This is an optimization exercise on Yosys and OpenROAD, whose aim is small area and a short achievable clock period, not a production implementation.
Function was not checked in any run shown here: the RTL went through the layout flow alone.

## flow/design.v (module list and top-level ports; edited modules follow where they fit)
// module pipelined_array_multiplier: 1812 lines
// module mul_fa: 10 lines
// module mul_bpp: 10 lines
// module mul_bpp0: 8 lines
// module mul_ha: 9 lines
// module mul_xnor: 7 lines
// module mul_or: 7 lines
module pipelined_array_multiplier (
    input  logic        clk_i,
    input  logic        clk_en_i,
    input  logic        rst_n_i,
    input  logic [31:0] multiplicand_i,
    input  logic [31:0] multiplier_i,
    input  logic        data_valid_i,
    output logic [63:0] product_o,
    output logic        data_valid_o
);
  // ...
==> flow/flow/run.sh <==
#!/bin/bash
# Layout flow: the standard ORFS flow (standard.sh) with the standard
# synthesis unchanged, plus
#  - after floorplan, combinational cells downsized to their smallest drive
#    strength (flow/downsize.tcl), so that area is only spent where timing
#    repair asks for it;
#  - optionally a chosen buffer cell for the port buffers.
# Settings are in flow/settings.sh. Each tool's output goes to a log here.
set -euo pipefail
cd "$(dirname "$0")/.."
W=$PWD
source flow/settings.sh
args=()
if [[ "$DOWNSIZE" != "none" ]]; then
  args+=("POST_FLOORPLAN_TCL=$W/flow/downsize.tcl" "DOWNSIZE_FAMILIES=$DOWNSIZE")
fi
args+=("SETUP_SLACK_MARGIN=$SETUP_MARGIN")
if [[ -n "$PORT_BUFFER" ]]; then
  args+=("BUFFER_PORTS_ARGS=-buffer_cell $PORT_BUFFER")
fi
args+=($EXTRA)
bash standard.sh synth > flow_synth.log 2>&1
bash standard.sh "${args[@]}" finish > flow_layout.log 2>&1
==> flow/flow/downsize.tcl <==
# Downsize combinational cells to the smallest drive strength of their
# family (same function and footprint). Timing repair later sizes the
# critical ones back up. Registers and clock cells are left alone.
# DOWNSIZE_FAMILIES: space-separated family names (e.g. a22oi), or "all".
set families [expr {[info exists ::env(DOWNSIZE_FAMILIES)] ? $::env(DOWNSIZE_FAMILIES) : "all"}]
set skip {^(dfxtp|dfxbp|dfrtp|dfrbp|dfstp|dfbbp|dfsbp|dfrtn|dfbbn|edfxtp|edfxbp|sdf.*|sedf.*|dl.*|clk.*|conb|tap.*|fill.*|decap.*|diode.*|probe.*|lpflow.*)$}
set smallest [dict create]
set count 0
foreach inst [get_cells *] {
  set ref [get_property $inst ref_name]
  if {![regexp {^sky130_fd_sc_hd__(.+)_(\d+)$} $ref -> fam drive]} { continue }
  if {[regexp $skip $fam]} { continue }
  if {$families ne "all" && [lsearch -exact $families $fam] < 0} { continue }
  if {![dict exists $smallest $fam]} {
    set best ""
    set best_area 1e9
    foreach lc [get_lib_cells sky130_fd_sc_hd__${fam}_*] {
      set name [get_property $lc name]
      if {![regexp "^sky130_fd_sc_hd__${fam}_\\d+\$" $name]} { continue }
      if {[get_property $lc dont_use]} { continue }
      set a [get_property $lc area]
      if {$a < $best_area} { set best $name; set best_area $a }
    }
    dict set smallest $fam $best
  }
  set to [dict get $smallest $fam]
  if {$to ne "" && $to ne $ref} {
    replace_cell $inst $to
    incr count
  }
}
puts "downsize: replaced $count cells"
==> flow/flow/settings.sh <==
SETUP_MARGIN=7.0
DOWNSIZE="all"
PORT_BUFFER=
EXTRA=""
==> flow/standard.sh <==
#!/bin/bash
# synth_recipe.tcl (not shown) runs the flow's synth.tcl, then flattens the netlist and writes it again
# the make line also repeats each setting of config.mk as NAME=value (left out here)
make -C /OpenROAD-flow-scripts/flow DESIGN_CONFIG=/design/flow/config.mk WORK_HOME=/design/flow/orfs CLKGATE_MAP_FILE= SYNTH_SCRIPT=/design/flow/synth_recipe.tcl "${@:-finish}"
==> flow/config.mk <==
export PLATFORM = sky130hd
export DESIGN_NAME = pipelined_array_multiplier
export DESIGN_NICKNAME = pipelined_array_multiplier
export VERILOG_FILES = /design/flow/design.v
export SDC_FILE = /design/flow/constraint.sdc
export NUM_CORES = 4
export LEC_CHECK = 0
export CAP_MARGIN = 20
export CORE_MARGIN = 2
export CORE_UTILIZATION = 40
export SLEW_MARGIN = 20
export SYNTH_HIERARCHICAL = 1
export SYNTH_MINIMUM_KEEP_SIZE = 0
==> flow/constraint.sdc <==
create_clock -name core_clock -period 11.0 [get_ports {clk_i}]
set_input_delay 2.2000 -clock core_clock [delete_from_list [all_inputs] [get_ports {clk_i}]]
set_output_delay 2.2000 -clock core_clock [all_outputs]
set_load 0.01 [all_outputs]
==> run notes, run 1 <==
* DR iter-0 viols at 3312
* Inverters excl. clock at 39
* CP peak stage delay at 0.53 ns
* Initial Util at 40.2%
* ANT nets after route at 0
* Seq. cell area at 8200 um2
* Post-route design area at 38900 um2
* Non-clock buffering overhead at 10.5%
* Max Slew Vio Count at 0
* Routed wl met3 at 14700 um
* Initial antenna violation count at 4
* DP Cell Count at 3970
* Synth Net Count at 3255
* Met2 wire length at 53700 um
* M2 GR Usage at 42.3%
* R2r endpoint: cs_q[101]$_DFFE_PP_
* Pre-CTS setup slack at 6.47 ns
* M3 GR Usage at 8.27%
* FF-to-FF path depth at 9
* Vias per Instance at 6.17
* Top Usage Layer GRT: met2
* Fin crit share at 37.8%
* Most numerous cell in the Yosys netlist: xor2_1
* Sequential fraction of the synthesis area at 24.0%
* Final Hold Violating Endpoints at 0
* Number of fill cells at 7642
* Cells on Worst Hold Path at 2
* Multi-input combinational area share at 61.3%
* CP startpoint kind: flip-flop
* Crit path time final at 4.15 ns
* CP max-delay cell: fa_1
* FF+latch count, synth at 274
* Setup Fix Bufs, Post-CTS at 57
* Status: complete, no violations
* Top Metal Used: met5
* Biggest Area Class: multi-input gates
==> run 2, diff against run 1 <==
--- a/flow/design.v
+++ b/flow/design.v
@@ -49,17 +49,17 @@
             mul_bpp u_bpp (.a_i(a_q[j]), .a1_i(a_q[j-1]), .one_i(one_q[i]), .two_i(two_q[i]), .neg_i(neg_q[i]), .ppn_o(ppn[i][j]));
         end
         mul_bpp0 u_bpp32 (.a_i(a_q[31]), .one_i(two_q[i]), .neg_i(neg_q[i]), .ppn_o(ppn[i][32]));
     end
     logic [31:0] ppn16;
     assign ppn16 = ~(a_q & {32{b31_q}});
     logic [15:0] negn;
     assign negn = ~neg_q;
-    logic [126:0] cs_q;
+    logic [242:0] r0_q;
     logic s1;
     logic c2;
     logic s3;
     logic c4;
     logic s5;
     logic c6;
     logic s7;
     logic c8;
@@ -1539,275 +1539,391 @@
     mul_fa u_fa350 (.a_i(ppn[15][26]), .b_i(s595), .c_i(c594), .s_o(s794), .c_o(c795));
     mul_fa u_fa351 (.a_i(neg_q[12]), .b_i(ppn16[24]), .c_i(ppn16[25]), .s_o(s796), .c_o(c797));
     mul_fa u_fa352 (.a_i(ppn[13][31]), .b_i(ppn[14][29]), .c_i(ppn[15][27]), .s_o(s798), .c_o(c799));
     mul_ha u_ha11 (.a_i(ppn16[26]), .b_i(ppn[13][32]), .s_o(s800), .c_o(c801));
     mul_xnor u_hans37 (.a_i(ppn[14][30]), .b_i(ppn[15][28]), .y_o(s802));
     mul_or u_hanc37 (.a_i(ppn[14][30]), .b_i(ppn[15][28]), .y_o(c803));
     mul_fa u_fa353 (.a_i(neg_q[13]), .b_i(ppn16[27]), .c_i(ppn[14][31]), .s_o(s804), .c_o(c805));
     assign s806 = ~ppn16[28];
-    mul_xnor u_hans38 (.a_i(negn[2]), .b_i(ppn[0][4]), .y_o(s807));
-    mul_or u_hanc38 (.a_i(negn[2]), .b_i(ppn[0][4]), .y_o(c808));
-    mul_xnor u_hans39 (.a_i(ppn[0][5]), .b_i(ppn[1][3]), .y_o(s809));
-    mul_or u_hanc39 (.a_i(ppn[0][5]), .b_i(ppn[1][3]), .y_o(c810));
-    mul_fa u_fa354 (.a_i(ppn[1][4]), .b_i(ppn[2][2]), .c_i(ppn[3][0]), .s_o(s811), .c_o(c812));
-    mul_fa u_fa355 (.a_i(ppn[2][3]), .b_i(ppn[3][1]), .c_i(c597), .s_o(s813), .c_o(c814));
-    mul_fa u_fa356 (.a_i(ppn[4][0]), .b_i(c599), .c_i(s602), .s_o(s815), .c_o(c816));
-    mul_fa u_fa357 (.a_i(c603), .b_i(s606), .c_i(c601), .s_o(s817), .c_o(c818));
-    mul_fa u_fa358 (.a_i(c607), .b_i(c605), .c_i(s608), .s_o(s819), .c_o(c820));
-    mul_fa u_fa359 (.a_i(c609), .b_i(s612), .c_i(c611), .s_o(s821), .c_o(c822));
-    mul_fa u_fa360 (.a_i(c613), .b_i(s616), .c_i(c615), .s_o(s823), .c_o(c824));
-    mul_fa u_fa361 (.a_i(c617), .b_i(s620), .c_i(c619), .s_o(s825), .c_o(c826));
-    mul_fa u_fa362 (.a_i(c621), .b_i(s624), .c_i(c623), .s_o(s827), .c_o(c828));
-    mul_fa u_fa363 (.a_i(c625), .b_i(s628), .c_i(c627), .s_o(s829), .c_o(c830));
-    mul_fa u_fa364 (.a_i(c629), .b_i(s632), .c_i(c631), .s_o(s831), .c_o(c832));
-    mul_fa u_fa365 (.a_i(c633), .b_i(s636), .c_i(c635), .s_o(s833), .c_o(c834));
-    mul_fa u_fa366 (.a_i(c637), .b_i(s640), .c_i(c639), .s_o(s835), .c_o(c836));
-    mul_fa u_fa367 (.a_i(c641), .b_i(s644), .c_i(c643), .s_o(s837), .c_o(c838));
-    mul_fa u_fa368 (.a_i(c645), .b_i(s648), .c_i(c647), .s_o(s839), .c_o(c840));
-    mul_fa u_fa369 (.a_i(c649), .b_i(s652), .c_i(c651), .s_o(s841), .c_o(c842));
-    mul_fa u_fa370 (.a_i(c653), .b_i(s656), .c_i(c655), .s_o(s843), .c_o(c844));
-    mul_fa u_fa371 (.a_i(c657), .b_i(s660), .c_i(c659), .s_o(s845), .c_o(c846));
-    mul_fa u_fa372 (.a_i(c661), .b_i(s664), .c_i(c663), .s_o(s847), .c_o(c848));
-    mul_fa u_fa373 (.a_i(c665), .b_i(c667), .c_i(s668), .s_o(s849), .c_o(c850));
-    mul_fa u_fa374 (.a_i(c669), .b_i(s672), .c_i(c671), .s_o(s851), .c_o(c852));
-    mul_fa u_fa375 (.a_i(c673), .b_i(s676), .c_i(c675), .s_o(s853), .c_o(c854));
-    mul_fa u_fa376 (.a_i(c677), .b_i(s680), .c_i(c679), .s_o(s855), .c_o(c856));
-    mul_fa u_fa377 (.a_i(c681), .b_i(s684), .c_i(c683), .s_o(s857), .c_o(c858));
-    mul_fa u_fa378 (.a_i(c685), .b_i(s688), .c_i(c687), .s_o(s859), .c_o(c860));
-    mul_fa u_fa379 (.a_i(c689), .b_i(s692), .c_i(c691), .s_o(s861), .c_o(c862));
-    mul_fa u_fa380 (.a_i(c693), .b_i(s696), .c_i(c695), .s_o(s863), .c_o(c864));
-    mul_fa u_fa381 (.a_i(c697), .b_i(s700), .c_i(c699), .s_o(s865), .c_o(c866));
-    mul_fa u_fa382 (.a_i(c701), .b_i(s704), .c_i(c703), .s_o(s867), .c_o(c868));
-    mul_fa u_fa383 (.a_i(c705), .b_i(s708), .c_i(c707), .s_o(s869), .c_o(c870));
-    mul_fa u_fa384 (.a_i(c709), .b_i(s712), .c_i(c711), .s_o(s871), .c_o(c872));
-    mul_fa u_fa385 (.a_i(c713), .b_i(s716), .c_i(c715), .s_o(s873), .c_o(c874));
-    mul_fa u_fa386 (.a_i(c717), .b_i(s720), .c_i(c719), .s_o(s875), .c_o(c876));
-    mul_fa u_fa387 (.a_i(s724), .b_i(c721), .c_i(c723), .s_o(s877), .c_o(c878));
-    mul_fa u_fa388 (.a_i(s728), .b_i(c725), .c_i(c727), .s_o(s879), .c_o(c880));
-    mul_fa u_fa389 (.a_i(c729), .b_i(s732), .c_i(c731), .s_o(s881), .c_o(c882));
-    mul_fa u_fa390 (.a_i(c733), .b_i(s736), .c_i(s738), .s_o(s883), .c_o(c884));
-    mul_fa u_fa391 (.a_i(c737), .b_i(s740), .c_i(s742), .s_o(s885), .c_o(c886));
-    mul_fa u_fa392 (.a_i(c741), .b_i(s744), .c_i(s746), .s_o(s887), .c_o(c888));
-    mul_fa u_fa393 (.a_i(c745), .b_i(s748), .c_i(c747), .s_o(s889), .c_o(c890));
-    mul_fa u_fa394 (.a_i(c749), .b_i(s752), .c_i(c751), .s_o(s891), .c_o(c892));
-    mul_fa u_fa395 (.a_i(s756), .b_i(c753), .c_i(c755), .s_o(s893), .c_o(c894));
-    mul_fa u_fa396 (.a_i(s760), .b_i(c757), .c_i(c759), .s_o(s895), .c_o(c896));
-    mul_fa u_fa397 (.a_i(s764), .b_i(c761), .c_i(c763), .s_o(s897), .c_o(c898));
-    mul_fa u_fa398 (.a_i(c765), .b_i(s768), .c_i(c767), .s_o(s899), .c_o(c900));
-    mul_fa u_fa399 (.a_i(c769), .b_i(s772), .c_i(s774), .s_o(s901), .c_o(c902));
-    mul_fa u_fa400 (.a_i(s776), .b_i(c773), .c_i(s778), .s_o(s903), .c_o(c904));
-    mul_fa u_fa401 (.a_i(s780), .b_i(c777), .c_i(c779), .s_o(s905), .c_o(c906));
-    mul_fa u_fa402 (.a_i(c781), .b_i(s784), .c_i(s786), .s_o(s907), .c_o(c908));
-    mul_fa u_fa403 (.a_i(s788), .b_i(c785), .c_i(c787), .s_o(s909), .c_o(c910));
-    mul_fa u_fa404 (.a_i(c789), .b_i(s792), .c_i(s794), .s_o(s911), .c_o(c912));
-    mul_fa u_fa405 (.a_i(c793), .b_i(s796), .c_i(s798), .s_o(s913), .c_o(c914));
-    mul_fa u_fa406 (.a_i(s800), .b_i(s802), .c_i(c797), .s_o(s915), .c_o(c916));
-    mul_fa u_fa407 (.a_i(ppn[15][29]), .b_i(c801), .c_i(c803), .s_o(s917), .c_o(c918));
-    mul_fa u_fa408 (.a_i(ppn[14][32]), .b_i(ppn[15][30]), .c_i(s806), .s_o(s919), .c_o(c920));
-    mul_fa u_fa409 (.a_i(neg_q[14]), .b_i(ppn16[28]), .c_i(ppn16[29]), .s_o(s921), .c_o(c922));
-    assign s923 = ~ppn16[30];
-    mul_xnor u_hans40 (.a_i(negn[1]), .b_i(ppn[0][2]), .y_o(s924));
-    mul_or u_hanc40 (.a_i(negn[1]), .b_i(ppn[0][2]), .y_o(c925));
-    mul_xnor u_hans41 (.a_i(ppn[0][3]), .b_i(ppn[1][1]), .y_o(s926));
-    mul_or u_hanc41 (.a_i(ppn[0][3]), .b_i(ppn[1][1]), .y_o(c927));
-    mul_fa u_fa410 (.a_i(ppn[1][2]), .b_i(ppn[2][0]), .c_i(s807), .s_o(s928), .c_o(c929));
-    mul_fa u_fa411 (.a_i(ppn[2][1]), .b_i(c808), .c_i(s809), .s_o(s930), .c_o(c931));
-    mul_fa u_fa412 (.a_i(c810), .b_i(s596), .c_i(s811), .s_o(s932), .c_o(c933));
-    mul_fa u_fa413 (.a_i(s598), .b_i(c812), .c_i(s813), .s_o(s934), .c_o(c935));
-    mul_fa u_fa414 (.a_i(s600), .b_i(c814), .c_i(s815), .s_o(s936), .c_o(c937));
-    mul_fa u_fa415 (.a_i(s604), .b_i(c816), .c_i(s817), .s_o(s938), .c_o(c939));
-    mul_fa u_fa416 (.a_i(s610), .b_i(c818), .c_i(s819), .s_o(s940), .c_o(c941));
-    mul_fa u_fa417 (.a_i(s614), .b_i(c820), .c_i(s821), .s_o(s942), .c_o(c943));
-    mul_fa u_fa418 (.a_i(s618), .b_i(c822), .c_i(s823), .s_o(s944), .c_o(c945));
-    mul_fa u_fa419 (.a_i(s622), .b_i(c824), .c_i(s825), .s_o(s946), .c_o(c947));
-    mul_fa u_fa420 (.a_i(s626), .b_i(c826), .c_i(s827), .s_o(s948), .c_o(c949));
-    mul_fa u_fa421 (.a_i(s630), .b_i(c828), .c_i(s829), .s_o(s950), .c_o(c951));
-    mul_fa u_fa422 (.a_i(s634), .b_i(c830), .c_i(s831), .s_o(s952), .c_o(c953));
-    mul_fa u_fa423 (.a_i(s638), .b_i(c832), .c_i(s833), .s_o(s954), .c_o(c955));
-    mul_fa u_fa424 (.a_i(s642), .b_i(c834), .c_i(s835), .s_o(s956), .c_o(c957));
-    mul_fa u_fa425 (.a_i(s646), .b_i(c836), .c_i(s837), .s_o(s958), .c_o(c959));
-    mul_fa u_fa426 (.a_i(s650), .b_i(c838), .c_i(s839), .s_o(s960), .c_o(c961));
-    mul_fa u_fa427 (.a_i(s654), .b_i(c840), .c_i(s841), .s_o(s962), .c_o(c963));
-    mul_fa u_fa428 (.a_i(s658), .b_i(c842), .c_i(s843), .s_o(s964), .c_o(c965));
-    mul_fa u_fa429 (.a_i(s662), .b_i(c844), .c_i(s845), .s_o(s966), .c_o(c967));
-    mul_fa u_fa430 (.a_i(s666), .b_i(c846), .c_i(s847), .s_o(s968), .c_o(c969));
-    mul_fa u_fa431 (.a_i(s670), .b_i(c848), .c_i(s849), .s_o(s970), .c_o(c971));
-    mul_fa u_fa432 (.a_i(s674), .b_i(c850), .c_i(s851), .s_o(s972), .c_o(c973));
-    mul_fa u_fa433 (.a_i(s678), .b_i(c852), .c_i(s853), .s_o(s974), .c_o(c975));
-    mul_fa u_fa434 (.a_i(s682), .b_i(c854), .c_i(s855), .s_o(s976), .c_o(c977));
-    mul_fa u_fa435 (.a_i(s686), .b_i(c856), .c_i(s857), .s_o(s978), .c_o(c979));
-    mul_fa u_fa436 (.a_i(s690), .b_i(c858), .c_i(s859), .s_o(s980), .c_o(c981));
-    mul_fa u_fa437 (.a_i(s694), .b_i(c860), .c_i(s861), .s_o(s982), .c_o(c983));
-    mul_fa u_fa438 (.a_i(s698), .b_i(c862), .c_i(s863), .s_o(s984), .c_o(c985));
-    mul_fa u_fa439 (.a_i(s702), .b_i(c864), .c_i(s865), .s_o(s986), .c_o(c987));
-    mul_fa u_fa440 (.a_i(s706), .b_i(c866), .c_i(s867), .s_o(s988), .c_o(c989));
-    mul_fa u_fa441 (.a_i(s710), .b_i(c868), .c_i(s869), .s_o(s990), .c_o(c991));
-    mul_fa u_fa442 (.a_i(s714), .b_i(c870), .c_i(s871), .s_o(s992), .c_o(c993));
-    mul_fa u_fa443 (.a_i(s718), .b_i(c872), .c_i(s873), .s_o(s994), .c_o(c995));
-    mul_fa u_fa444 (.a_i(s722), .b_i(c874), .c_i(s875), .s_o(s996), .c_o(c997));
-    mul_fa u_fa445 (.a_i(s726), .b_i(c876), .c_i(s877), .s_o(s998), .c_o(c999));
-    mul_fa u_fa446 (.a_i(s730), .b_i(c878), .c_i(s879), .s_o(s1000), .c_o(c1001));
-    mul_fa u_fa447 (.a_i(s734), .b_i(c880), .c_i(s881), .s_o(s1002), .c_o(c1003));
-    mul_fa u_fa448 (.a_i(c735), .b_i(s883), .c_i(c882), .s_o(s1004), .c_o(c1005));
-    mul_fa u_fa449 (.a_i(c739), .b_i(s885), .c_i(c884), .s_o(s1006), .c_o(c1007));
-    mul_fa u_fa450 (.a_i(c743), .b_i(s887), .c_i(c886), .s_o(s1008), .c_o(c1009));
-    mul_fa u_fa451 (.a_i(s750), .b_i(c888), .c_i(s889), .s_o(s1010), .c_o(c1011));
-    mul_fa u_fa452 (.a_i(s754), .b_i(c890), .c_i(s891), .s_o(s1012), .c_o(c1013));
-    mul_fa u_fa453 (.a_i(s758), .b_i(c892), .c_i(s893), .s_o(s1014), .c_o(c1015));
-    mul_fa u_fa454 (.a_i(s762), .b_i(c894), .c_i(s895), .s_o(s1016), .c_o(c1017));
-    mul_fa u_fa455 (.a_i(s766), .b_i(c896), .c_i(s897), .s_o(s1018), .c_o(c1019));
-    mul_fa u_fa456 (.a_i(s770), .b_i(c898), .c_i(s899), .s_o(s1020), .c_o(c1021));
-    mul_fa u_fa457 (.a_i(c771), .b_i(s901), .c_i(c900), .s_o(s1022), .c_o(c1023));
-    mul_fa u_fa458 (.a_i(c775), .b_i(s903), .c_i(c902), .s_o(s1024), .c_o(c1025));
-    mul_fa u_fa459 (.a_i(s782), .b_i(c904), .c_i(s905), .s_o(s1026), .c_o(c1027));
-    mul_fa u_fa460 (.a_i(c783), .b_i(c906), .c_i(s907), .s_o(s1028), .c_o(c1029));
-    mul_fa u_fa461 (.a_i(s790), .b_i(c908), .c_i(s909), .s_o(s1030), .c_o(c1031));
-    mul_fa u_fa462 (.a_i(c791), .b_i(c910), .c_i(s911), .s_o(s1032), .c_o(c1033));
-    mul_fa u_fa463 (.a_i(c795), .b_i(s913), .c_i(c912), .s_o(s1034), .c_o(c1035));
-    mul_fa u_fa464 (.a_i(c799), .b_i(s915), .c_i(c914), .s_o(s1036), .c_o(c1037));
-    mul_fa u_fa465 (.a_i(s804), .b_i(s917), .c_i(c916), .s_o(s1038), .c_o(c1039));
-    mul_fa u_fa466 (.a_i(c805), .b_i(s919), .c_i(c918), .s_o(s1040), .c_o(c1041));
-    mul_fa u_fa467 (.a_i(ppn[15][31]), .b_i(c920), .c_i(s921), .s_o(s1042), .c_o(c1043));
-    mul_fa u_fa468 (.a_i(ppn[15][32]), .b_i(s923), .c_i(c922), .s_o(s1044), .c_o(c1045));
-    mul_fa u_fa469 (.a_i(neg_q[15]), .b_i(ppn16[30]), .c_i(ppn16[31]), .s_o(s1046), .c_o(c1047));
+    mul_xnor u_hans38 (.a_i(r0_q[10]), .b_i(r0_q[11]), .y_o(s807));
+    mul_or u_hanc38 (.a_i(r0_q[10]), .b_i(r0_q[11]), .y_o(c808));
+    mul_xnor u_hans39 (.a_i(r0_q[12]), .b_i(r0_q[13]), .y_o(s809));
+    mul_or u_hanc39 (.a_i(r0_q[12]), .b_i(r0_q[13]), .y_o(c810));
+    mul_fa u_fa354 (.a_i(r0_q[15]), .b_i(r0_q[16]), .c_i(r0_q[17]), .s_o(s811), .c_o(c812));
+    mul_fa u_fa355 (.a_i(r0_q[19]), .b_i(r0_q[20]), .c_i(r0_q[21]), .s_o(s813), .c_o(c814));
+    mul_fa u_fa356 (.a_i(r0_q[23]), .b_i(r0_q[24]), .c_i(r0_q[25]), .s_o(s815), .c_o(c816));
+    mul_fa u_fa357 (.a_i(r0_q[27]), .b_i(r0_q[28]), .c_i(r0_q[29]), .s_o(s817), .c_o(c818));
+    mul_fa u_fa358 (.a_i(r0_q[31]), .b_i(r0_q[32]), .c_i(r0_q[33]), .s_o(s819), .c_o(c820));
+    mul_fa u_fa359 (.a_i(r0_q[35]), .b_i(r0_q[36]), .c_i(r0_q[37]), .s_o(s821), .c_o(c822));
+    mul_fa u_fa360 (.a_i(r0_q[39]), .b_i(r0_q[40]), .c_i(r0_q[41]), .s_o(s823), .c_o(c824));
+    mul_fa u_fa361 (.a_i(r0_q[43]), .b_i(r0_q[44]), .c_i(r0_q[45]), .s_o(s825), .c_o(c826));
+    mul_fa u_fa362 (.a_i(r0_q[47]), .b_i(r0_q[48]), .c_i(r0_q[49]), .s_o(s827), .c_o(c828));
+    mul_fa u_fa363 (.a_i(r0_q[51]), .b_i(r0_q[52]), .c_i(r0_q[53]), .s_o(s829), .c_o(c830));
+    mul_fa u_fa364 (.a_i(r0_q[55]), .b_i(r0_q[56]), .c_i(r0_q[57]), .s_o(s831), .c_o(c832));
+    mul_fa u_fa365 (.a_i(r0_q[59]), .b_i(r0_q[60]), .c_i(r0_q[61]), .s_o(s833), .c_o(c834));
+    mul_fa u_fa366 (.a_i(r0_q[63]), .b_i(r0_q[64]), .c_i(r0_q[65]), .s_o(s835), .c_o(c836));
+    mul_fa u_fa367 (.a_i(r0_q[67]), .b_i(r0_q[68]), .c_i(r0_q[69]), .s_o(s837), .c_o(c838));
+    mul_fa u_fa368 (.a_i(r0_q[71]), .b_i(r0_q[72]), .c_i(r0_q[73]), .s_o(s839), .c_o(c840));
+    mul_fa u_fa369 (.a_i(r0_q[75]), .b_i(r0_q[76]), .c_i(r0_q[77]), .s_o(s841), .c_o(c842));
+    mul_fa u_fa370 (.a_i(r0_q[79]), .b_i(r0_q[80]), .c_i(r0_q[81]), .s_o(s843), .c_o(c844));
+    mul_fa u_fa371 (.a_i(r0_q[83]), .b_i(r0_q[84]), .c_i(r0_q[85]), .s_o(s845), .c_o(c846));
+    mul_fa u_fa372 (.a_i(r0_q[87]), .b_i(r0_q[88]), .c_i(r0_q[89]), .s_o(s847), .c_o(c848));
+    mul_fa u_fa373 (.a_i(r0_q[91]), .b_i(r0_q[92]), .c_i(r0_q[93]), .s_o(s849), .c_o(c850));
+    mul_fa u_fa374 (.a_i(r0_q[95]), .b_i(r0_q[96]), .c_i(r0_q[97]), .s_o(s851), .c_o(c852));
+    mul_fa u_fa375 (.a_i(r0_q[100]), .b_i(r0_q[101]), .c_i(r0_q[102]), .s_o(s853), .c_o(c854));
+    mul_fa u_fa376 (.a_i(r0_q[103]), .b_i(r0_q[104]), .c_i(r0_q[105]), .s_o(s855), .c_o(c856));
+    mul_fa u_fa377 (.a_i(r0_q[107]), .b_i(r0_q[108]), .c_i(r0_q[109]), .s_o(s857), .c_o(c858));
+    mul_fa u_fa378 (.a_i(r0_q[111]), .b_i(r0_q[112]), .c_i(r0_q[113]), .s_o(s859), .c_o(c860));
+    mul_fa u_fa379 (.a_i(r0_q[115]), .b_i(r0_q[116]), .c_i(r0_q[117]), .s_o(s861), .c_o(c862));
+    mul_fa u_fa380 (.a_i(r0_q[119]), .b_i(r0_q[120]), .c_i(r0_q[121]), .s_o(s863), .c_o(c864));
+    mul_fa u_fa381 (.a_i(r0_q[123]), .b_i(r0_q[124]), .c_i(r0_q[125]), .s_o(s865), .c_o(c866));
+    mul_fa u_fa382 (.a_i(r0_q[127]), .b_i(r0_q[128]), .c_i(r0_q[129]), .s_o(s867), .c_o(c868));
+    mul_fa u_fa383 (.a_i(r0_q[131]), .b_i(r0_q[132]), .c_i(r0_q[133]), .s_o(s869), .c_o(c870));
+    mul_fa u_fa384 (.a_i(r0_q[135]), .b_i(r0_q[136]), .c_i(r0_q[137]), .s_o(s871), .c_o(c872));
+    mul_fa u_fa385 (.a_i(r0_q[139]), .b_i(r0_q[140]), .c_i(r0_q[141]), .s_o(s873), .c_o(c874));
+    mul_fa u_fa386 (.a_i(r0_q[143]), .b_i(r0_q[144]), .c_i(r0_q[145]), .s_o(s875), .c_o(c876));
+    mul_fa u_fa387 (.a_i(r0_q[147]), .b_i(r0_q[148]), .c_i(r0_q[149]), .s_o(s877), .c_o(c878));
+    mul_fa u_fa388 (.a_i(r0_q[151]), .b_i(r0_q[152]), .c_i(r0_q[153]), .s_o(s879), .c_o(c880));
+    mul_fa u_fa389 (.a_i(r0_q[155]), .b_i(r0_q[156]), .c_i(r0_q[157]), .s_o(s881), .c_o(c882));
+    mul_fa u_fa390 (.a_i(r0_q[159]), .b_i(r0_q[160]), .c_i(r0_q[161]), .s_o(s883), .c_o(c884));
+    mul_fa u_fa391 (.a_i(r0_q[163]), .b_i(r0_q[164]), .c_i(r0_q[165]), .s_o(s885), .c_o(c886));
+    mul_fa u_fa392 (.a_i(r0_q[167]), .b_i(r0_q[168]), .c_i(r0_q[169]), .s_o(s887), .c_o(c888));
+    mul_fa u_fa393 (.a_i(r0_q[171]), .b_i(r0_q[172]), .c_i(r0_q[173]), .s_o(s889), .c_o(c890));
+    mul_fa u_fa394 (.a_i(r0_q[175]), .b_i(r0_q[176]), .c_i(r0_q[177]), .s_o(s891), .c_o(c892));
+    mul_fa u_fa395 (.a_i(r0_q[179]), .b_i(r0_q[180]), .c_i(r0_q[181]), .s_o(s893), .c_o(c894));
+    mul_fa u_fa396 (.a_i(r0_q[183]), .b_i(r0_q[184]), .c_i(r0_q[185]), .s_o(s895), .c_o(c896));
+    mul_fa u_fa397 (.a_i(r0_q[187]), .b_i(r0_q[188]), .c_i(r0_q[189]), .s_o(s897), .c_o(c898));
+    mul_fa u_fa398 (.a_i(r0_q[191]), .b_i(r0_q[192]), .c_i(r0_q[193]), .s_o(s899), .c_o(c900));
+    mul_fa u_fa399 (.a_i(r0_q[195]), .b_i(r0_q[196]), .c_i(r0_q[197]), .s_o(s901), .c_o(c902));
+    mul_fa u_fa400 (.a_i(r0_q[199]), .b_i(r0_q[200]), .c_i(r0_q[201]), .s_o(s903), .c_o(c904));
+    mul_fa u_fa401 (.a_i(r0_q[203]), .b_i(r0_q[204]), .c_i(r0_q[205]), .s_o(s905), .c_o(c906));
+    mul_fa u_fa402 (.a_i(r0_q[207]), .b_i(r0_q[208]), .c_i(r0_q[209]), .s_o(s907), .c_o(c908));
+    mul_fa u_fa403 (.a_i(r0_q[211]), .b_i(r0_q[212]), .c_i(r0_q[213]), .s_o(s909), .c_o(c910));
+    mul_fa u_fa404 (.a_i(r0_q[215]), .b_i(r0_q[216]), .c_i(r0_q[217]), .s_o(s911), .c_o(c912));
+    mul_fa u_fa405 (.a_i(r0_q[219]), .b_i(r0_q[220]), .c_i(r0_q[221]), .s_o(s913), .c_o(c914));
+    mul_fa u_fa406 (.a_i(r0_q[223]), .b_i(r0_q[224]), .c_i(r0_q[225]), .s_o(s915), .c_o(c916));
+    mul_fa u_fa407 (.a_i(r0_q[227]), .b_i(r0_q[228]), .c_i(r0_q[229]), .s_o(s917), .c_o(c918));
+    mul_fa u_fa408 (.a_i(r0_q[231]), .b_i(r0_q[232]), .c_i(r0_q[233]), .s_o(s919), .c_o(c920));
+    mul_fa u_fa409 (.a_i(r0_q[235]), .b_i(r0_q[236]), .c_i(r0_q[237]), .s_o(s921), .c_o(c922));
+    assign s923 = ~r0_q[239];
+    mul_xnor u_hans40 (.a_i(r0_q[3]), .b_i(r0_q[4]), .y_o(s924));
+    mul_or u_hanc40 (.a_i(r0_q[3]), .b_i(r0_q[4]), .y_o(c925));
+    mul_xnor u_hans41 (.a_i(r0_q[6]), .b_i(r0_q[7]), .y_o(s926));
+    mul_or u_hanc41 (.a_i(r0_q[6]), .b_i(r0_q[7]), .y_o(c927));
+    mul_fa u_fa410 (.a_i(r0_q[8]), .b_i(r0_q[9]), .c_i(s807), .s_o(s928), .c_o(c929));
+    mul_fa u_fa411 (.a_i(r0_q[14]), .b_i(c808), .c_i(s809), .s_o(s930), .c_o(c931));
+    mul_fa u_fa412 (.a_i(r0_q[18]), .b_i(c810), .c_i(s811), .s_o(s932), .c_o(c933));
+    mul_fa u_fa413 (.a_i(r0_q[22]), .b_i(c812), .c_i(s813), .s_o(s934), .c_o(c935));
+    mul_fa u_fa414 (.a_i(r0_q[26]), .b_i(c814), .c_i(s815), .s_o(s936), .c_o(c937));
+    mul_fa u_fa415 (.a_i(r0_q[30]), .b_i(c816), .c_i(s817), .s_o(s938), .c_o(c939));
+    mul_fa u_fa416 (.a_i(r0_q[34]), .b_i(c818), .c_i(s819), .s_o(s940), .c_o(c941));
+    mul_fa u_fa417 (.a_i(r0_q[38]), .b_i(c820), .c_i(s821), .s_o(s942), .c_o(c943));
+    mul_fa u_fa418 (.a_i(r0_q[42]), .b_i(c822), .c_i(s823), .s_o(s944), .c_o(c945));
+    mul_fa u_fa419 (.a_i(r0_q[46]), .b_i(c824), .c_i(s825), .s_o(s946), .c_o(c947));
+    mul_fa u_fa420 (.a_i(r0_q[50]), .b_i(c826), .c_i(s827), .s_o(s948), .c_o(c949));
+    mul_fa u_fa421 (.a_i(r0_q[54]), .b_i(c828), .c_i(s829), .s_o(s950), .c_o(c951));
+    mul_fa u_fa422 (.a_i(r0_q[58]), .b_i(c830), .c_i(s831), .s_o(s952), .c_o(c953));
+    mul_fa u_fa423 (.a_i(r0_q[62]), .b_i(c832), .c_i(s833), .s_o(s954), .c_o(c955));
+    mul_fa u_fa424 (.a_i(r0_q[66]), .b_i(c834), .c_i(s835), .s_o(s956), .c_o(c957));
+    mul_fa u_fa425 (.a_i(r0_q[70]), .b_i(c836), .c_i(s837), .s_o(s958), .c_o(c959));
+    mul_fa u_fa426 (.a_i(r0_q[74]), .b_i(c838), .c_i(s839), .s_o(s960), .c_o(c961));
+    mul_fa u_fa427 (.a_i(r0_q[78]), .b_i(c840), .c_i(s841), .s_o(s962), .c_o(c963));
+    mul_fa u_fa428 (.a_i(r0_q[82]), .b_i(c842), .c_i(s843), .s_o(s964), .c_o(c965));
+    mul_fa u_fa429 (.a_i(r0_q[86]), .b_i(c844), .c_i(s845), .s_o(s966), .c_o(c967));
+    mul_fa u_fa430 (.a_i(r0_q[90]), .b_i(c846), .c_i(s847), .s_o(s968), .c_o(c969));
+    mul_fa u_fa431 (.a_i(r0_q[94]), .b_i(c848), .c_i(s849), .s_o(s970), .c_o(c971));
+    mul_fa u_fa432 (.a_i(r0_q[98]), .b_i(c850), .c_i(s851), .s_o(s972), .c_o(c973));
+    mul_fa u_fa433 (.a_i(r0_q[99]), .b_i(c852), .c_i(s853), .s_o(s974), .c_o(c975));
+    mul_fa u_fa434 (.a_i(r0_q[106]), .b_i(c854), .c_i(s855), .s_o(s976), .c_o(c977));
+    mul_fa u_fa435 (.a_i(r0_q[110]), .b_i(c856), .c_i(s857), .s_o(s978), .c_o(c979));
+    mul_fa u_fa436 (.a_i(r0_q[114]), .b_i(c858), .c_i(s859), .s_o(s980), .c_o(c981));
+    mul_fa u_fa437 (.a_i(r0_q[118]), .b_i(c860), .c_i(s861), .s_o(s982), .c_o(c983));
+    mul_fa u_fa438 (.a_i(r0_q[122]), .b_i(c862), .c_i(s863), .s_o(s984), .c_o(c985));
+    mul_fa u_fa439 (.a_i(r0_q[126]), .b_i(c864), .c_i(s865), .s_o(s986), .c_o(c987));
+    mul_fa u_fa440 (.a_i(r0_q[130]), .b_i(c866), .c_i(s867), .s_o(s988), .c_o(c989));
+    mul_fa u_fa441 (.a_i(r0_q[134]), .b_i(c868), .c_i(s869), .s_o(s990), .c_o(c991));
+    mul_fa u_fa442 (.a_i(r0_q[138]), .b_i(c870), .c_i(s871), .s_o(s992), .c_o(c993));
+    mul_fa u_fa443 (.a_i(r0_q[142]), .b_i(c872), .c_i(s873), .s_o(s994), .c_o(c995));
+    mul_fa u_fa444 (.a_i(r0_q[146]), .b_i(c874), .c_i(s875), .s_o(s996), .c_o(c997));
+    mul_fa u_fa445 (.a_i(r0_q[150]), .b_i(c876), .c_i(s877), .s_o(s998), .c_o(c999));
+    mul_fa u_fa446 (.a_i(r0_q[154]), .b_i(c878), .c_i(s879), .s_o(s1000), .c_o(c1001));
+    mul_fa u_fa447 (.a_i(r0_q[158]), .b_i(c880), .c_i(s881), .s_o(s1002), .c_o(c1003));
+    mul_fa u_fa448 (.a_i(r0_q[162]), .b_i(c882), .c_i(s883), .s_o(s1004), .c_o(c1005));
+    mul_fa u_fa449 (.a_i(r0_q[166]), .b_i(c884), .c_i(s885), .s_o(s1006), .c_o(c1007));
+    mul_fa u_fa450 (.a_i(r0_q[170]), .b_i(c886), .c_i(s887), .s_o(s1008), .c_o(c1009));
+    mul_fa u_fa451 (.a_i(r0_q[174]), .b_i(c888), .c_i(s889), .s_o(s1010), .c_o(c1011));
+    mul_fa u_fa452 (.a_i(r0_q[178]), .b_i(c890), .c_i(s891), .s_o(s1012), .c_o(c1013));
+    mul_fa u_fa453 (.a_i(r0_q[182]), .b_i(c892), .c_i(s893), .s_o(s1014), .c_o(c1015));
+    mul_fa u_fa454 (.a_i(r0_q[186]), .b_i(c894), .c_i(s895), .s_o(s1016), .c_o(c1017));
+    mul_fa u_fa455 (.a_i(r0_q[190]), .b_i(c896), .c_i(s897), .s_o(s1018), .c_o(c1019));
+    mul_fa u_fa456 (.a_i(r0_q[194]), .b_i(c898), .c_i(s899), .s_o(s1020), .c_o(c1021));
+    mul_fa u_fa457 (.a_i(r0_q[198]), .b_i(c900), .c_i(s901), .s_o(s1022), .c_o(c1023));
+    mul_fa u_fa458 (.a_i(r0_q[202]), .b_i(c902), .c_i(s903), .s_o(s1024), .c_o(c1025));
+    mul_fa u_fa459 (.a_i(r0_q[206]), .b_i(c904), .c_i(s905), .s_o(s1026), .c_o(c1027));
+    mul_fa u_fa460 (.a_i(r0_q[210]), .b_i(c906), .c_i(s907), .s_o(s1028), .c_o(c1029));
+    mul_fa u_fa461 (.a_i(r0_q[214]), .b_i(c908), .c_i(s909), .s_o(s1030), .c_o(c1031));
+    mul_fa u_fa462 (.a_i(r0_q[218]), .b_i(c910), .c_i(s911), .s_o(s1032), .c_o(c1033));
+    mul_fa u_fa463 (.a_i(r0_q[222]), .b_i(c912), .c_i(s913), .s_o(s1034), .c_o(c1035));
+    mul_fa u_fa464 (.a_i(r0_q[226]), .b_i(c914), .c_i(s915), .s_o(s1036), .c_o(c1037));
+    mul_fa u_fa465 (.a_i(r0_q[230]), .b_i(c916), .c_i(s917), .s_o(s1038), .c_o(c1039));
+    mul_fa u_fa466 (.a_i(r0_q[234]), .b_i(c918), .c_i(s919), .s_o(s1040), .c_o(c1041));
+    mul_fa u_fa467 (.a_i(r0_q[238]), .b_i(c920), .c_i(s921), .s_o(s1042), .c_o(c1043));
+    mul_fa u_fa468 (.a_i(r0_q[240]), .b_i(s923), .c_i(c922), .s_o(s1044), .c_o(c1045));
+    mul_fa u_fa469 (.a_i(r0_q[239]), .b_i(r0_q[241]), .c_i(r0_q[242]), .s_o(s1046), .c_o(c1047));
     always_ff @(posedge clk_i) begin
         if (clk_en_i) begin
-            cs_q[0] <= negn[0];   
-            cs_q[1] <= ppn[0][1];   
-            cs_q[2] <= ppn[1][0];   
-            cs_q[3] <= c925;   
-            cs_q[4] <= c927;   
-            cs_q[5] <= c929;   
-            cs_q[6] <= c931;   
-            cs_q[7] <= c933;   
-            cs_q[8] <= c935;   
-            cs_q[9] <= c937;   
-            cs_q[10] <= c939;   
-            cs_q[11] <= c941;   
-            cs_q[12] <= c943;   
-            cs_q[13] <= c945;   
-            cs_q[14] <= c947;   
-            cs_q[15] <= c949;   
-            cs_q[16] <= c951;   
-            cs_q[17] <= c953;   
-            cs_q[18] <= c955;   
-            cs_q[19] <= c957;   
-            cs_q[20] <= c959;   
-            cs_q[21] <= c961;   
-            cs_q[22] <= c963;   
-            cs_q[23] <= c965;   
-            cs_q[24] <= c967;   
-            cs_q[25] <= c969;   
-            cs_q[26] <= c971;   
-            cs_q[27] <= c973;   
-            cs_q[28] <= c975;   
-            cs_q[29] <= c977;   
-            cs_q[30] <= c979;   
-            cs_q[31] <= c981;   
-            cs_q[32] <= c983;   
-            cs_q[33] <= c985;   
-            cs_q[34] <= c987;   
-            cs_q[35] <= c989;   
-            cs_q[36] <= c991;   
-            cs_q[37] <= c993;   
-            cs_q[38] <= c995;   
-            cs_q[39] <= c997;   
-            cs_q[40] <= c999;   
-            cs_q[41] <= c1001;   
-            cs_q[42] <= s1004;   
-            cs_q[43] <= s1006;   
-            cs_q[44] <= s1008;   
-            cs_q[45] <= s1010;   
-            cs_q[46] <= c1011;   
-            cs_q[47] <= c1013;   
-            cs_q[48] <= c1015;   
-            cs_q[49] <= s1018;   
-            cs_q[50] <= c1019;   
-            cs_q[51] <= s1022;   
-            cs_q[52] <= s1024;   
-            cs_q[53] <= s1026;   
-            cs_q[54] <= c1027;   
-            cs_q[55] <= s1030;   
-            cs_q[56] <= c1031;   
-            cs_q[57] <= s1034;   
-            cs_q[58] <= s1036;   
-            cs_q[59] <= s1038;   
-            cs_q[60] <= s1040;   
-            cs_q[61] <= s1042;   
-            cs_q[62] <= s1044;   
-            cs_q[63] <= s1046;   
-            cs_q[64] <= ppn[0][0];   
-            cs_q[65] <= s924;   
-            cs_q[66] <= s926;   
-            cs_q[67] <= s928;   
-            cs_q[68] <= s930;   
-            cs_q[69] <= s932;   
-            cs_q[70] <= s934;   
-            cs_q[71] <= s936;   
-            cs_q[72] <= s938;   
-            cs_q[73] <= s940;   
-            cs_q[74] <= s942;   
-            cs_q[75] <= s944;   
-            cs_q[76] <= s946;   
-            cs_q[77] <= s948;   
-            cs_q[78] <= s950;   
-            cs_q[79] <= s952;   
-            cs_q[80] <= s954;   
-            cs_q[81] <= s956;   
-            cs_q[82] <= s958;   
-            cs_q[83] <= s960;   
-            cs_q[84] <= s962;   
-            cs_q[85] <= s964;   
-            cs_q[86] <= s966;   
-            cs_q[87] <= s968;   
-            cs_q[88] <= s970;   
-            cs_q[89] <= s972;   
-            cs_q[90] <= s974;   
-            cs_q[91] <= s976;   
-            cs_q[92] <= s978;   
-            cs_q[93] <= s980;   
-            cs_q[94] <= s982;   
-            cs_q[95] <= s984;   
-            cs_q[96] <= s986;   
-            cs_q[97] <= s988;   
-            cs_q[98] <= s990;   
-            cs_q[99] <= s992;   
-            cs_q[100] <= s994;   
-            cs_q[101] <= s996;   
-            cs_q[102] <= s998;   
-            cs_q[103] <= s1000;   
-            cs_q[104] <= s1002;   
-            cs_q[105] <= c1003;   
-            cs_q[106] <= c1005;   
-            cs_q[107] <= c1007;   
-            cs_q[108] <= c1009;   
-            cs_q[109] <= s1012;   
-            cs_q[110] <= s1014;   
-            cs_q[111] <= s1016;   
-            cs_q[112] <= c1017;   
-            cs_q[113] <= s1020;   
-            cs_q[114] <= c1021;   
-            cs_q[115] <= c1023;   
-            cs_q[116] <= c1025;   
-            cs_q[117] <= s1028;   
-            cs_q[118] <= c1029;   
-            cs_q[119] <= s1032;   
-            cs_q[120] <= c1033;   
-            cs_q[121] <= c1035;   
-            cs_q[122] <= c1037;   
-            cs_q[123] <= c1039;   
-            cs_q[124] <= c1041;   
-            cs_q[125] <= c1043;   
-            cs_q[126] <= c1045;   
+            r0_q[0] <= negn[0];   
+            r0_q[1] <= ppn[0][0];   
+            r0_q[2] <= ppn[0][1];   
+            r0_q[3] <= negn[1];   
+            r0_q[4] <= ppn[0][2];   
+            r0_q[5] <= ppn[1][0];   
+            r0_q[6] <= ppn[0][3];   
+            r0_q[7] <= ppn[1][1];   
+            r0_q[8] <= negn[2];   
+            r0_q[9] <= ppn[0][4];   
+            r0_q[10] <= ppn[1][2];   
+            r0_q[11] <= ppn[2][0];   
+            r0_q[12] <= ppn[0][5];   
+            r0_q[13] <= ppn[1][3];   
+            r0_q[14] <= ppn[2][1];   
+            r0_q[15] <= s596;   
+            r0_q[16] <= ppn[1][4];   
+            r0_q[17] <= ppn[2][2];   
+            r0_q[18] <= ppn[3][0];   
+            r0_q[19] <= s598;   
+            r0_q[20] <= ppn[2][3];   
+            r0_q[21] <= ppn[3][1];   
+            r0_q[22] <= c597;   
+            r0_q[23] <= s600;   
+            r0_q[24] <= s602;   
+            r0_q[25] <= ppn[4][0];   
+            r0_q[26] <= c599;   
+            r0_q[27] <= s604;   
+            r0_q[28] <= s606;   
+            r0_q[29] <= c601;   
+            r0_q[30] <= c603;   
+            r0_q[31] <= s608;   
+            r0_q[32] <= s610;   
+            r0_q[33] <= c605;   
+            r0_q[34] <= c607;   
+            r0_q[35] <= s612;   
+            r0_q[36] <= s614;   
+            r0_q[37] <= c609;   
+            r0_q[38] <= c611;   
+            r0_q[39] <= s616;   
+            r0_q[40] <= s618;   
+            r0_q[41] <= c613;   
+            r0_q[42] <= c615;   
+            r0_q[43] <= s620;   
+            r0_q[44] <= s622;   
+            r0_q[45] <= c617;   
+            r0_q[46] <= c619;   
+            r0_q[47] <= s624;   
+            r0_q[48] <= s626;   
+            r0_q[49] <= c621;   
+            r0_q[50] <= c623;   
+            r0_q[51] <= s628;   
+            r0_q[52] <= s630;   
+            r0_q[53] <= c625;   
+            r0_q[54] <= c627;   
+            r0_q[55] <= s632;   
+            r0_q[56] <= s634;   
+            r0_q[57] <= c629;   
+            r0_q[58] <= c631;   
+            r0_q[59] <= s636;   
+            r0_q[60] <= s638;   
+            r0_q[61] <= c633;   
+            r0_q[62] <= c635;   
+            r0_q[63] <= s640;   
+            r0_q[64] <= s642;   
+            r0_q[65] <= c637;   
+            r0_q[66] <= c639;   
+            r0_q[67] <= s644;   
+            r0_q[68] <= s646;   
+            r0_q[69] <= c641;   
+            r0_q[70] <= c643;   
+            r0_q[71] <= s648;   
+            r0_q[72] <= s650;   
+            r0_q[73] <= c645;   
+            r0_q[74] <= c647;   
+            r0_q[75] <= s652;   
+            r0_q[76] <= s654;   
+            r0_q[77] <= c649;   
+            r0_q[78] <= c651;   
+            r0_q[79] <= s656;   
+            r0_q[80] <= s658;   
+            r0_q[81] <= c653;   
+            r0_q[82] <= c655;   
+            r0_q[83] <= s660;   
+            r0_q[84] <= s662;   
+            r0_q[85] <= c657;   
+            r0_q[86] <= c659;   
+            r0_q[87] <= s664;   
+            r0_q[88] <= s666;   
+            r0_q[89] <= c661;   
+            r0_q[90] <= c663;   
+            r0_q[91] <= s668;   
+            r0_q[92] <= s670;   
+            r0_q[93] <= c665;   
+            r0_q[94] <= c667;   
+            r0_q[95] <= s672;   
+            r0_q[96] <= s674;   
+            r0_q[97] <= c669;   
+            r0_q[98] <= c671;   
+            r0_q[99] <= s676;   
+            r0_q[100] <= s678;   
+            r0_q[101] <= c673;   
+            r0_q[102] <= c675;   
+            r0_q[103] <= s680;   
+            r0_q[104] <= s682;   
+            r0_q[105] <= c677;   
+            r0_q[106] <= c679;   
+            r0_q[107] <= s684;   
+            r0_q[108] <= s686;   
+            r0_q[109] <= c681;   
+            r0_q[110] <= c683;   
+            r0_q[111] <= s688;   
+            r0_q[112] <= s690;   
+            r0_q[113] <= c685;   
+            r0_q[114] <= c687;   
+            r0_q[115] <= s692;   
+            r0_q[116] <= s694;   
+            r0_q[117] <= c689;   
+            r0_q[118] <= c691;   
+            r0_q[119] <= s696;   
+            r0_q[120] <= s698;   
+            r0_q[121] <= c693;   
+            r0_q[122] <= c695;   
+            r0_q[123] <= s700;   
+            r0_q[124] <= s702;   
+            r0_q[125] <= c697;   
+            r0_q[126] <= c699;   
+            r0_q[127] <= s704;   
+            r0_q[128] <= s706;   
+            r0_q[129] <= c701;   
+            r0_q[130] <= c703;   
+            r0_q[131] <= s708;   
+            r0_q[132] <= s710;   
+            r0_q[133] <= c705;   
+            r0_q[134] <= c707;   
+            r0_q[135] <= s712;   
+            r0_q[136] <= s714;   
+            r0_q[137] <= c709;   
+            r0_q[138] <= c711;   
+            r0_q[139] <= s716;   
+            r0_q[140] <= s718;   
+            r0_q[141] <= c713;   
+            r0_q[142] <= c715;   
+            r0_q[143] <= s720;   
+            r0_q[144] <= s722;   
+            r0_q[145] <= c717;   
+            r0_q[146] <= c719;   
+            r0_q[147] <= s724;   
+            r0_q[148] <= s726;   
+            r0_q[149] <= c721;   
+            r0_q[150] <= c723;   
+            r0_q[151] <= s728;   
+            r0_q[152] <= s730;   
+            r0_q[153] <= c725;   
+            r0_q[154] <= c727;   
+            r0_q[155] <= s732;   
+            r0_q[156] <= s734;   
+            r0_q[157] <= c729;   
+            r0_q[158] <= c731;   
+            r0_q[159] <= s736;   
+            r0_q[160] <= s738;   
+            r0_q[161] <= c733;   
+            r0_q[162] <= c735;   
+            r0_q[163] <= s740;   
+            r0_q[164] <= s742;   
+            r0_q[165] <= c737;   
+            r0_q[166] <= c739;   
+            r0_q[167] <= s744;   
+            r0_q[168] <= s746;   
+            r0_q[169] <= c741;   
+            r0_q[170] <= c743;   
+            r0_q[171] <= s748;   
+            r0_q[172] <= s750;   
+            r0_q[173] <= c745;   
+            r0_q[174] <= c747;   
+            r0_q[175] <= s752;   
+            r0_q[176] <= s754;   
+            r0_q[177] <= c749;   
+            r0_q[178] <= c751;   
+            r0_q[179] <= s756;   
+            r0_q[180] <= s758;   
+            r0_q[181] <= c753;   
+            r0_q[182] <= c755;   
+            r0_q[183] <= s760;   
+            r0_q[184] <= s762;   
+            r0_q[185] <= c757;   
+            r0_q[186] <= c759;   
+            r0_q[187] <= s764;   
+            r0_q[188] <= s766;   
+            r0_q[189] <= c761;   
+            r0_q[190] <= c763;   
+            r0_q[191] <= s768;   
+            r0_q[192] <= s770;   
+            r0_q[193] <= c765;   
+            r0_q[194] <= c767;   
+            r0_q[195] <= s772;   
+            r0_q[196] <= s774;   
+            r0_q[197] <= c769;   
+            r0_q[198] <= c771;   
+            r0_q[199] <= s776;   
+            r0_q[200] <= s778;   
+            r0_q[201] <= c773;   
+            r0_q[202] <= c775;   
+            r0_q[203] <= s780;   
+            r0_q[204] <= s782;   
+            r0_q[205] <= c777;   
+            r0_q[206] <= c779;   
+            r0_q[207] <= s784;   
+            r0_q[208] <= s786;   
+            r0_q[209] <= c781;   
+            r0_q[210] <= c783;   
+            r0_q[211] <= s788;   
+            r0_q[212] <= s790;   
+            r0_q[213] <= c785;   
+            r0_q[214] <= c787;   
+            r0_q[215] <= s792;   
+            r0_q[216] <= s794;   
+            r0_q[217] <= c789;   
+            r0_q[218] <= c791;   
+            r0_q[219] <= s796;   
+            r0_q[220] <= s798;   
+            r0_q[221] <= c793;   
+            r0_q[222] <= c795;   
+            r0_q[223] <= s800;   
+            r0_q[224] <= s802;   
+            r0_q[225] <= c797;   
+            r0_q[226] <= c799;   
+            r0_q[227] <= s804;   
+            r0_q[228] <= ppn[15][29];   
+            r0_q[229] <= c801;   
+            r0_q[230] <= c803;   
+            r0_q[231] <= s806;   
+            r0_q[232] <= ppn[14][32];   
+            r0_q[233] <= ppn[15][30];   
+            r0_q[234] <= c805;   
+            r0_q[235] <= neg_q[14];   
+            r0_q[236] <= ppn16[29];   
+            r0_q[237] <= ppn[15][31];   
+            r0_q[238] <= ppn16[28];   
+            r0_q[239] <= ppn16[30];   
+            r0_q[240] <= ppn[15][32];   
+            r0_q[241] <= neg_q[15];   
+            r0_q[242] <= ppn16[31];   
         end
     end
     logic [63:0] xn, yn, sum;
-    assign xn = {cs_q[63], cs_q[62], cs_q[61], cs_q[60], cs_q[59], cs_q[58], cs_q[57], cs_q[56], cs_q[55], cs_q[54], cs_q[53], cs_q[52], cs_q[51], cs_q[50], cs_q[49], cs_q[48], cs_q[47], cs_q[46], cs_q[45], cs_q[44], cs_q[43], cs_q[42], cs_q[41], cs_q[40], cs_q[39], cs_q[38], cs_q[37], cs_q[36], cs_q[35], cs_q[34], cs_q[33], cs_q[32], cs_q[31], cs_q[30], cs_q[29], cs_q[28], cs_q[27], cs_q[26], cs_q[25], cs_q[24], cs_q[23], cs_q[22], cs_q[21], cs_q[20], cs_q[19], cs_q[18], cs_q[17], cs_q[16], cs_q[15], cs_q[14], cs_q[13], cs_q[12], cs_q[11], cs_q[10], cs_q[9], cs_q[8], cs_q[7], cs_q[6], cs_q[5], cs_q[4], cs_q[3], cs_q[2], cs_q[1], cs_q[0]};
-    assign yn = {cs_q[126], cs_q[125], cs_q[124], cs_q[123], cs_q[122], cs_q[121], cs_q[120], cs_q[119], cs_q[118], cs_q[117], cs_q[116], cs_q[115], cs_q[114], cs_q[113], cs_q[112], cs_q[111], cs_q[110], cs_q[109], cs_q[108], cs_q[107], cs_q[106], cs_q[105], cs_q[104], cs_q[103], cs_q[102], cs_q[101], cs_q[100], cs_q[99], cs_q[98], cs_q[97], cs_q[96], cs_q[95], cs_q[94], cs_q[93], cs_q[92], cs_q[91], cs_q[90], cs_q[89], cs_q[88], cs_q[87], cs_q[86], cs_q[85], cs_q[84], cs_q[83], cs_q[82], cs_q[81], cs_q[80], cs_q[79], cs_q[78], cs_q[77], cs_q[76], cs_q[75], cs_q[74], cs_q[73], cs_q[72], cs_q[71], cs_q[70], cs_q[69], cs_q[68], cs_q[67], cs_q[66], cs_q[65], 1'b1, cs_q[64]};
+    assign xn = {s1046, s1044, c1041, c1039, c1037, c1035, c1033, c1031, c1029, c1027, c1025, c1023, c1021, c1019, c1017, c1015, c1013, c1011, c1009, c1007, c1005, c1003, c1001, c999, c997, c995, c993, c991, c989, c987, c985, c983, c981, c979, c977, c975, c973, c971, c969, c967, c965, c963, c961, c959, c957, c955, c953, c951, c949, c947, c945, c943, c941, c939, c937, c935, c933, c931, c929, c927, c925, r0_q[5], r0_q[2], r0_q[0]};
+    assign yn = {c1045, c1043, s1042, s1040, s1038, s1036, s1034, s1032, s1030, s1028, s1026, s1024, s1022, s1020, s1018, s1016, s1014, s1012, s1010, s1008, s1006, s1004, s1002, s1000, s998, s996, s994, s992, s990, s988, s986, s984, s982, s980, s978, s976, s974, s972, s970, s968, s966, s964, s962, s960, s958, s956, s954, s952, s950, s948, s946, s944, s942, s940, s938, s936, s934, s932, s930, s928, s926, s924, 1'b1, r0_q[1]};
     assign sum = ~(xn + yn + 64'd1);
     logic [63:0] p_q;
     always_ff @(posedge clk_i) begin
         if (clk_en_i) p_q <= sum;
     end
     assign product_o = p_q;
 endmodule
 module mul_fa (
==> flow/flow/settings.sh (replaced) <==
SETUP_MARGIN=7.3
DOWNSIZE="all"
PORT_BUFFER=
EXTRA=""
==> run 2 against run 1 <==
Effect of this change:
- still clean on timing, DRC and antenna
- worst setup slack improved by 0.24 ns
- clock skew decreased by 0.0022 ns
- first-iteration DRC count decreased by 12%
- area after synthesis increased by 10%
- final cell count increased by 4.9%
- wire length increased by 0.38%
- synthesized cell count increased by 4.5%
- global-route usage decreased by 2.6 points
- core utilization decreased by 1.7 points
==> run notes, run 2 <==
* Status: complete, no violations
* CP endpoint kind: flip-flop
* Setup_tns at 0 ns
* Die Y at 311 um
* Hpwl dp at 73900 um
* Most used flip-flop cell after synthesis: edfxtp_1
* Critical R2R Launch: r0_q[139]$_DFFE_PP_
* Post-route design area at 41300 um2 (+6.0%)
* Final Hold Violating Endpoints at 0 (unchanged)
* Nets at 3655
* Syn_area_per_cell at 13.6 um2
* Worst path arrival time at 4.25 ns
* FF-to-FF path depth at 11 (+2)
* Antenna diodes at 0
* Max Slew Vio Count at 0 (unchanged)
* Area contributors post-synth: edfxtp_1 31%, fa_1 25%, a22oi_2 17%
* Critical path buffer and inverter count at 0
* Post-synth EDFFs at 387
* Max-cap violations at 0
* Clock latency on the worst-skew pair at 0.60 ns
* Layout cell share with drive strength beyond 1 at 11.0%
* Number of fill cells at 8592 (+12%)
* P&R area growth vs syn at 9.69%
* Synth cell types at 71
* Commonest non-fill, non-tap cell in the layout: xor2_1
* Top Ports at 133
* Top flop regs: r0_q (243), p_q (64), a_q (32)
* Share of the synthesized area in the top cell type at 30.9%
* CTS tree: built
* Synth warnings at 7
* DR iter-0 viols at 2902 (-12%)
* Clock skew at 0.0188 ns
* Die span in x at 311 um
* Largest net degree at the start of global routing at 121
* Longest Clk Path Bufs at 3
* Ys async rst share at 0%
* FMAX at 0.256 GHz
* First-pass GRT wire length at 181000 um
* RSZ-0062 raised after global routing: true
* Number of global-route vias before repair at 27400
* Dpl cell area at 38500 um2
* CP max-delay cell: fa_1
* Die Footprint at 96500 um2
* DP Cell Count at 4200 (+5.8%)
* Root Buffer: clkbuf_16
* Drt total wl at 121000 um
* Final setup viols at 0
* CP required at 11.34 ns
* Initial antenna violation count at 2 (-2)
* Routed WL per cell at 27.9 um
* Crit path time final at 3.91 ns (-0.241 ns)
* Non-filler instance count after layout at 4333
* Commonest cells after routing, fill and taps aside: 562 x xor2_1, 496 x a22oi_1, 458 x fa_1
* GR Overflow Total at 0
* CP startpoint kind: flip-flop
* Site Rows at 112
* HP Start: v_q[1]$_SDFFE_PN0P_
* Worst-path clk slew at 0.06 ns
* Synth Net Count at 3373 (+3.6%)
* Hold path endpoint: v_q[1]$_SDFFE_PN0P_
* CTS sink count at 390
* Initial Util at 40.3% (+0.078 points)
* Worst slew margin at 41.0%
* CP Cell Sequence: fa_1 > fa_1 > ha_4 > nand2_4 > or4_4 > or4_4 > nor4_4 > a22oi_2 > a211oi_2 > nor2_1 > xnor2_1
* Vias at 25900
* Cells on Worst Hold Path at 2 (unchanged)
* Vias per Instance at 5.99 (-3.0%)
* Post-Syn Instances at 2762
* Most numerous cell in the Yosys netlist: xor2_1
* Mapped cell area at 37600 um2
* Reg2reg setup slack at 7.09 ns
* Slew @ Worst Pin at 0.885 ns
* Top Usage Layer GRT: met2
* ANT nets after route at 0 (unchanged)
* CP peak stage delay at 0.54 ns (about the same)
* IO buf count at 132
* Residual DRC at 0
* CP delay by family, top: adder cells
* Area leader, netlist: edfxtp_1
* Core area at 93300 um2
* M1 GR Usage at 32.8%
* Fin crit share at 35.6% (-2.2 points)
* Max Fanout on Critical Path at 3
* Tightest Hold Check Type: flip-flop to flip-flop
* CTS Hold Bufs at 0
* Max reg flops at 243
* Levels on crit path at 11
* Top reg by flops: r0_q
* H-tree depth at 2
* Routability cong. at 0.867
* M3 GR Usage at 8.00% (-0.27 points)
* FF+latch count, synth at 390 (+42%)
* DR pass1 iterations at 6
* Sequential fraction of the synthesis area at 31.0% (+7.0 points)
* M2 GR Usage at 37.8% (-4.5 points)
* GR Util All Layers at 24.8%
* R2r endpoint: p_q[63]$_DFFE_PP_
* Most frequent cells after synthesis: 562 x xor2_1, 497 x a22oi_2, 469 x fa_1, 387 x edfxtp_1, 126 x nand2_1
* CTS buffer count at 45
* Critical path class: flip-flop to flip-flop
==> run 2: timing repair <==
| item | 4_1_cts | 5_1_grt |
|---|---|---|
| setup buffers | 24 | 26 |
| resized for setup | 164 | 125 |
| pin swaps | 33 | 43 |
| endpoints found under the setup margin | 243 | 110 |
==> run 2: logic make-up (layout without fill, tap and decap cells) <==
logic type	after synthesis	in the layout	share of synthesized area, %
AO/OA/AOI/OAI	762	762	21.0
XOR/XNOR	637	637	14.8
adder cells (fa/ha/maj)	543	543	27.4
buffers and inverters	76	393	0.878
flip-flops	390	390	31.0
multiplexers	6	6	0.160
AND/OR/NAND/NOR	348	348	4.72
==> run 2: area by class of cell <==
class	instances	area, um2	share of cell area (%)
clock buffers	57	1210	2.94
clock inverters	25	219	0.531
inverters	40	150	0.364
multi-input cells	2296	24000	58.2
flip-flops and latches	390	11700	28.3
well taps	1254	1570	3.80
repair buffers	271	2430	5.88
==> run 2: metal layers <==
metal	vias up	wire length (um)	part of all wire, %
met5	-	31	0.026
met4	4	5030	4.2
met3	369	14200	12
met2	1636	53800	45
met1	13100	47800	40
li1	10800	-	-
==> run 2: worst max path at each step <==
stage,from,end,slack (ns)
6_report,r0_q[139]$_DFFE_PP_,p_q[63]$_DFFE_PP_,7.09
5_1_grt,r0_q[139]$_DFFE_PP_,p_q[63]$_DFFE_PP_,7.02
4_1_cts,r0_q[141]$_DFFE_PP_,p_q[63]$_DFFE_PP_,7.12
3_5_place_dp,clk_en_i,p_q[52]$_DFFE_PP_,6.07
3_3_place_gp,clk_en_i,p_q[56]$_DFFE_PP_,6.09
2_1_floorplan,b31_q$_DFFE_PP_,r0_q[136]$_DFFE_PP_,7.07
==> run 2: modules after synthesis, one instance, submodules excluded <==
| module | times used | flip-flops and latches | cells | area [um2] |
|---|---|---|---|---|
| mul_bpp | 496 | 0 | 2 | 21.3 |
| mul_bpp0 | 32 | 0 | 2 | 12.5 |
| mul_fa | 469 | 0 | 1 | 20.0 |
| mul_ha | 11 | 0 | 1 | 12.5 |
| mul_or | 41 | 0 | 1 | 6.26 |
| mul_xnor | 41 | 0 | 1 | 8.76 |
| pipelined_array_multiplier | 1 | 390 | 1144 | 16500 |
==> run 2: metrics by stage <==
| stage | setup slack (ns) | utilization (%) | hold slack [ns] |
|---|---|---|---|
| 6_report | 7.09 | 44.2 | 0.520 |
| 5_1_grt | 7.02 | 44.2 | 0.550 |
| 2_1_floorplan | 7.07 | - | 0.482 |
| 3_3_place_gp | 6.09 | 41.2 | 0.504 |
| 4_1_cts | 7.12 | 43.5 | 0.526 |
| 3_5_place_dp | 6.07 | 41.2 | 0.513 |
==> run 2: worst reg2reg max path, stage by stage (launching register included) <==
cell and delay [ns]:
edfxtp_1 0.40, fa_1 0.52, fa_1 0.54, ha_4 0.31
nand2_4 0.05, or4_4 0.54, or4_4 0.49, nor4_4 0.21
a22oi_2 0.17, a211oi_2 0.22, nor2_1 0.07, xnor2_1 0.14

==> afterwards: timing with drivers on the ports <==
Ports are ideal in the flow. The routed layouts listed here were re-timed in OpenROAD.
Step 1: set_driving_cell puts a clkbuf_16 on clk_i and a buf_2 on each other input, an assumption about the parent block.
Step 2 moves the port delays by t, midway between the first and last clock arrival at a register: inputs arrive t later, outputs are due t later. That takes back most of the time a late clock gives input paths.
Slacks: ideal ports / drivers / drivers and shift; pairs: ideal ports / drivers.
| run | shift t [ns] | setup WS [ns] | worst slew at a driven data input, ns | pins driven straight from the clock port |
|---|---|---|---|---|
| run 1 | 0.617 | 6.847 / 6.847 / 6.847 | 0.08 | 1 |
| run 2 | 0.657 | 7.088 / 7.088 / 6.781 | 0.07 | 1 |
After both steps setup and hold are still met in every run listed. For run 2, which loses most, drivers alone change the setup slack by 0.000 ns; drivers and shift together by -0.307 ns.
